From an optimization exercise on the open Yosys and OpenROAD flow, aimed at small area; shortcuts taken in it are not production practice.
In this exercise RTL edits were held to simulation tests only and were not proved equivalent to the original.
Power and IR drop assume default switching activity.

== build 71 ==
==> flow/design.v <==
module aurora_rx_lane (
    input  wire        rst_n_i,
    input  wire        clk_rx_i,
    input  wire [1:0]  serdes_data_i,
    input  wire [1:0]  serdes_valid_i,
    input  wire        serdes_lock_i,
    input  wire        inv_rx_data,
    output wire [63:0] rx_data_o,
    output wire [1:0]  rx_header_o,
    output wire        rx_valid_o,
    output wire [7:0]  rx_stat_o
);
    reg  [32:0] sd_shift;
    reg  [5:0]  sd_cnt;
    reg         serdes_slip;
    wire em = (sd_cnt == 6'd31) || (sd_cnt == 6'd32);    
    always @(posedge clk_rx_i) begin
        if (serdes_valid_i == 2'b01)
            sd_shift <= {sd_shift[31:0], serdes_data_i[0]};
        else if (serdes_valid_i == 2'b11)
            sd_shift <= {sd_shift[30:0], serdes_data_i[0], serdes_data_i[1]};
    end
    always @(posedge clk_rx_i or negedge rst_n_i) begin
        if (!rst_n_i) begin
            sd_cnt <= 6'd0;
        end else begin
            if (serdes_valid_i == 2'b01)
                sd_cnt <= sd_cnt + 6'd1;
            else if (serdes_valid_i == 2'b11)
                sd_cnt <= sd_cnt + 6'd2;
            if (sd_cnt == 6'd31)
                sd_cnt <= (serdes_valid_i == 2'b11) ? 6'd1 : 6'd0;
            else if (sd_cnt == 6'd32)
                sd_cnt <= (serdes_valid_i == 2'b11) ? 6'd2 : 6'd1;
            if (serdes_slip)
                sd_cnt <= sd_cnt;
        end
    end
    reg  [32:0] wr;       
    reg         wsh;
    reg         winv;
    reg         act;      
    reg  [4:0]  q;        
    wire first = act && (q[3:0] == 4'd15);     
    wire evw   = act && (q == 5'd31);          
    always @(posedge clk_rx_i) begin
        if (em) begin
            wr  <= sd_shift;
            wsh <= (sd_cnt == 6'd32);
        end else begin
            wr  <= {wr[30:0], 2'b00};
        end
        if (first)
            winv <= inv_rx_data;
    end
    always @(posedge clk_rx_i or negedge rst_n_i) begin
        if (!rst_n_i) begin
            act <= 1'b0;
            q   <= 5'd15;
        end else begin
            if (act) begin
                q <= q + 5'd1;
                if (q[3:0] == 4'd14)
                    act <= 1'b0;
            end
            if (em)
                act <= 1'b1;
        end
    end
    wire       pinv = first ? inv_rx_data : winv;
    wire [1:0] pair = (wsh ? wr[32:31] : wr[31:30]) ^ {pinv, pinv};
    reg [129:0] sw;
    always @(posedge clk_rx_i) begin
        if (act)
            sw[129:30] <= sw[127:28];
    end
    always @(posedge clk_rx_i or negedge rst_n_i) begin
        if (!rst_n_i)
            sw[29:28] <= 2'b00;
        else if (act)
            sw[29:28] <= sw[27:26];
    end
    always @(posedge clk_rx_i) begin
        if (act)
            sw[27:0] <= {sw[25:0], pair};
    end
    reg  [5:0] gcnt;
    reg        g_valid;
    reg        gearbox_slip;
    always @(posedge clk_rx_i or negedge rst_n_i) begin
        if (!rst_n_i) begin
            gcnt    <= 6'd0;
            g_valid <= 1'b0;
        end else begin
            g_valid <= 1'b0;
            if (evw) begin
                if (gearbox_slip) begin
                    g_valid <= 1'b1;
                end else if (gcnt == 6'd32) begin
                    gcnt    <= 6'd0;
                end else begin
                    gcnt    <= gcnt + 6'd1;
                    g_valid <= 1'b1;
                end
            end
        end
    end
    reg  [1:0] hdr;
    reg        h1, h2, h3;
    wire       hcap = act && (q == gcnt[4:0]);
    always @(posedge clk_rx_i or negedge rst_n_i) begin
        if (!rst_n_i)
            hdr <= 2'b00;
        else if (hcap)
            hdr <= sw[65:64];
    end
    always @(posedge clk_rx_i) begin
        if (act) begin
            h1 <= hcap;
            h2 <= h1;
            h3 <= h2;
        end
    end
    wire ld = act && h3;
    reg  [65:0] outr;
    integer i;
    always @(posedge clk_rx_i) begin
        if (ld) begin
            outr[65:64] <= sw[71:70];
            for (i = 0; i < 64; i = i + 1)
                outr[63-i] <= sw[69-i] ^ sw[(i >= 39) ? (108-i) : (110-i)]
                                      ^ sw[(i >= 58) ? (127-i) : (129-i)];
        end
    end
    reg  [5:0] sync_cnt;
    reg        slip_cnt;
    reg  [4:0] valid_cnt;
    reg        dlv_prev;
    reg        vflag;
    reg  [1:0] stat;
    wire sync32 = (sync_cnt == 6'd32);
    always @(posedge clk_rx_i or negedge rst_n_i) begin
        if (!rst_n_i) begin
            sync_cnt     <= 6'd0;
            slip_cnt     <= 1'b0;
            serdes_slip  <= 1'b0;
            valid_cnt    <= 5'd0;
            gearbox_slip <= 1'b0;
            dlv_prev     <= 1'b0;
            vflag        <= 1'b0;
            stat         <= 2'b00;
        end else begin
            serdes_slip <= 1'b0;
            if (q == 5'd3)
                vflag <= 1'b0;
            if (g_valid) begin
                gearbox_slip <= 1'b0;
                dlv_prev     <= sync32;
                vflag        <= sync32 & dlv_prev;
                if (valid_cnt != 5'd16)
                    valid_cnt <= valid_cnt + 5'd1;
                if (hdr[1] ^ hdr[0]) begin
                    if (!sync32)
                        sync_cnt <= sync_cnt + 6'd1;
                end else if (valid_cnt == 5'd16) begin
                    sync_cnt <= 6'd0;
                    if (slip_cnt) begin
                        gearbox_slip <= 1'b1;
                        slip_cnt     <= 1'b0;
                    end else begin
                        serdes_slip <= 1'b1;
                        slip_cnt    <= 1'b1;
                    end
                    valid_cnt <= 5'd0;
                end
            end
            stat <= {sync32, serdes_lock_i};
        end
    end
    assign rx_data_o   = outr[63:0];
    assign rx_header_o = outr[65:64];
    assign rx_valid_o  = vflag & (q == 5'd3);
    assign rx_stat_o   = {6'd0, stat};
endmodule
export LEC_CHECK = 0
export CAP_MARGIN = 20
export CORE_MARGIN = 2
export CORE_UTILIZATION = 65
export CTS_BUF_LIST = sky130_fd_sc_hd__clkbuf_8
export CTS_CLUSTER_SIZE = 20
export SLEW_MARGIN = 20
create_clock -name core_clock -period 5.0 [get_ports {clk_rx_i}]
run.sh (not shown) runs the stock make flow with config.mk's settings and CLKGATE_MAP_FILE= SYNTH_SCRIPT=/design/flow/synth_recipe.tcl, a recipe that flattens the netlist after the stock synthesis.
Setup changes, build 71 to build 74
# build 71
export LEC_CHECK = 0
export CAP_MARGIN = 20
export CORE_MARGIN = 2
export CORE_UTILIZATION = 65
export CTS_BUF_LIST = sky130_fd_sc_hd__clkbuf_8
export CTS_CLUSTER_SIZE = 20
export SLEW_MARGIN = 20
create_clock -name core_clock -period 5.0 [get_ports {clk_rx_i}]
# build 74
export LEC_CHECK = 0
export CAP_MARGIN = 20
export CORE_MARGIN = 2
export CORE_UTILIZATION = 40
export SLEW_MARGIN = 20
create_clock -name core_clock -period 5.0 [get_ports {clk_rx_i}]
## What came out
In build 74 the total wire length after detailed routing turned out 4.2% lower than in build 71. Looking at final cell count, build 74 sits 13% above build 71. Number of well taps was higher in build 74 than in build 71. Of build 71 and build 74, the run reporting the lower met1 wire length was build 71. Diff build 71 -> build 74: number of max-slew violations in the final report has remained practically unchanged; fill cell total of the finished layout went up 140%; part of the total power dissipated in combinational logic decreased 0.5 points; first-iteration DRC count saw a decrease; total power consumption of the routed design now larger. Comparing build 71 and build 74, smallest setup slack after layout is higher on build 71. The more densely filled core belongs to build 71, not build 74.
diff inputs: build 74 => build 95
# build 74
export LEC_CHECK = 0
export CAP_MARGIN = 20
export CORE_MARGIN = 2
export CORE_UTILIZATION = 40
export SLEW_MARGIN = 20
create_clock -name core_clock -period 5.0 [get_ports {clk_rx_i}]
# build 95
export LEC_CHECK = 0
export CAP_MARGIN = 20
export CORE_MARGIN = 2
export CORE_UTILIZATION = 65
export CTS_BUF_LIST = sky130_fd_sc_hd__clkbuf_16 sky130_fd_sc_hd__clkbuf_4
export CTS_CLUSTER_DIAMETER = 60
export CTS_CLUSTER_SIZE = 12
export SLEW_MARGIN = 20
create_clock -name core_clock -period 5.0 [get_ports {clk_rx_i}]
==> comparison <==
Going from build 74 to build 95, the post-route cell area was found to have gone down by about 2.5%. Build 95 against build 74: vias per cell up 18%, first-pass GRT wire length up about 3.7%, worst setup slack up 63 ps, sequential share of layout area up 1.6 points. Number of clock-tree buffers in the layout, build 95 and build 74, lower one = build 74. Slack of the worst reg-to-reg path improves in build 95 relative to build 74. Compared with build 74, build 95 shows a total power of the final layout that is about 3% lower. Build 95 against build 74; number of vias after detailed routing is up by a few percent. Wire length (build 95 vs. build 74) increases by a few percent.

========
Setup of build 47:
Another version of the RTL of aurora_rx_lane (not shown whole).
Size: ~610 cells after synthesis, roughly 0.011 sq mm of cells after synthesis.
// aurora_rx_lane
module aurora_rx_lane (
    input  wire        rst_n_i,
    input  wire        clk_rx_i,
    input  wire [1:0]  serdes_data_i,
    input  wire [1:0]  serdes_valid_i,
    input  wire        serdes_lock_i,
    input  wire        inv_rx_data,
    output wire [63:0] rx_data_o,
    output wire [1:0]  rx_header_o,
    output wire        rx_valid_o,
    output wire [7:0]  rx_stat_o
);
export LEC_CHECK = 0
export CAP_MARGIN = 20
export CORE_MARGIN = 2
export CORE_UTILIZATION = 65
export SLEW_MARGIN = 20
create_clock -name core_clock -period 5.0 [get_ports {clk_rx_i}]
standard.sh (not shown) runs the stock make flow with config.mk's settings and CLKGATE_MAP_FILE= SYNTH_SCRIPT=/design/flow/synth_recipe.tcl, a recipe that flattens the netlist after the stock synthesis.
==> flow/flow/run.sh <==
#!/bin/bash
# Own flow: the standard layout (standard.sh), with two changes made through
# ORFS's own variables: the port buffers are sky130_fd_sc_hd__buf_1, and the
# clock tree uses smaller clock buffers with larger sink clusters and no dummy
# loads. Each ORFS step logs to orfs/logs/; make's output goes to flow_make.log.
set -euo pipefail
export BUFFER_PORTS_ARGS="-buffer_cell sky130_fd_sc_hd__buf_1"
export CTS_ARGS="-sink_clustering_enable -repair_clock_nets -buf_list sky130_fd_sc_hd__clkbuf_8 -sink_clustering_size ${CTS_SIZE:-20} -sink_clustering_max_diameter ${CTS_DIAM:-60} -dont_use_dummy_load"
bash standard.sh > flow_make.log 2>&1
#### Input delta (build 40 over build 47)
diff --git a/flow/flow/run.sh b/flow/flow/run.sh
--- a/flow/flow/run.sh
+++ b/flow/flow/run.sh
@@ -8 +8 @@
-export CTS_ARGS="-sink_clustering_enable -repair_clock_nets -buf_list sky130_fd_sc_hd__clkbuf_8 -sink_clustering_size ${CTS_SIZE:-20} -sink_clustering_max_diameter ${CTS_DIAM:-60} -dont_use_dummy_load"
+export CTS_ARGS="-sink_clustering_enable -repair_clock_nets -buf_list sky130_fd_sc_hd__clkbuf_8 -sink_clustering_size ${CTS_SIZE:-18} -sink_clustering_max_diameter ${CTS_DIAM:-60} -dont_use_dummy_load"
[summary]
Of build 47 and build 40, build 47 shows the higher routed length per placed instance, with build 40 below it.
Utilization delta for build 40 relative to build 47: 0.17 points higher
On worst-case setup margin in the final layout, build 47 loses to build 40.
The following lists how build 63 was set up differently from build 40:
diff --git a/flow/flow/run.sh b/flow/flow/run.sh
--- a/flow/flow/run.sh
+++ b/flow/flow/run.sh
@@ -8 +8 @@
-export CTS_ARGS="-sink_clustering_enable -repair_clock_nets -buf_list sky130_fd_sc_hd__clkbuf_8 -sink_clustering_size ${CTS_SIZE:-18} -sink_clustering_max_diameter ${CTS_DIAM:-60} -dont_use_dummy_load"
+export CTS_ARGS="-sink_clustering_enable -repair_clock_nets -buf_list sky130_fd_sc_hd__clkbuf_8 -sink_clustering_size ${CTS_SIZE:-24} -sink_clustering_max_diameter ${CTS_DIAM:-45} -dont_use_dummy_load"
Results
- Build 63 finished every stage and its layout cleared the timing, design-rule and antenna checks.
- Build 40 finished all stages; the layout is clean.
- Between build 40 and build 63, the difference in total negative setup slack is negligible.
- Taking build 40 as the reference point, the clock latency reported for the late side of the worst-skew pair of build 63 rises by 50 ps.
- Across both runs, clock-buffer cell count was higher for build 63 than for build 40.
- Summary of build 63 over build 40: utilization increased 0.75 points; minimum setup slack in the final design decreased 8.0 ps; register-to-register slack essentially unchanged.
- Of build 40 and build 63, build 40 shows the higher worst-case headroom to the max-slew limit, with build 63 below it.
- Measured against each other, build 40 and build 63 differ in synthesis-to-finish area growth, the lower figure coming from build 40.
- Between build 40 and build 63, the part of the power in combinational logic is higher for build 40.
- Compared with build 40, build 63 shows a clock network fraction of total power that is 2.4 points higher.
- Total wirelength of the detailed-routed design | build 63 above build 40

==> port drivers added, routing unchanged <==
Ports are ideal in the flow. The routed layouts listed here were re-timed in OpenROAD. Step 1 assumes that a clkbuf_16 drives the clock port and a buf_2 every other input. Step 2 also shifts input and output timing later by t, the mid clock arrival at the registers, as if the neighbouring blocks saw the same clock. a / b / c = ideal / step 1 / step 2; a / b = the first two.
| run | t (ns) | setup slack, ns | pins driven straight from the clock port |
|---|---|---|---|
| build 71 | 0.571 | 1.889 / 1.852 / 1.996 | 1 |
| build 74 | 0.598 | 1.848 / 1.804 / 2.079 | 1 |
| build 95 | 0.572 | 1.911 / 1.869 / 2.001 | 1 |
| build 47 | 0.551 | 2.089 / 2.089 / 2.089 | 1 |
| build 40 | 0.552 | 2.106 / 2.106 / 2.106 | 1 |
| build 63 | 0.590 | 2.098 / 2.098 / 2.098 | 1 |
After both steps setup and hold are still met in every run listed.
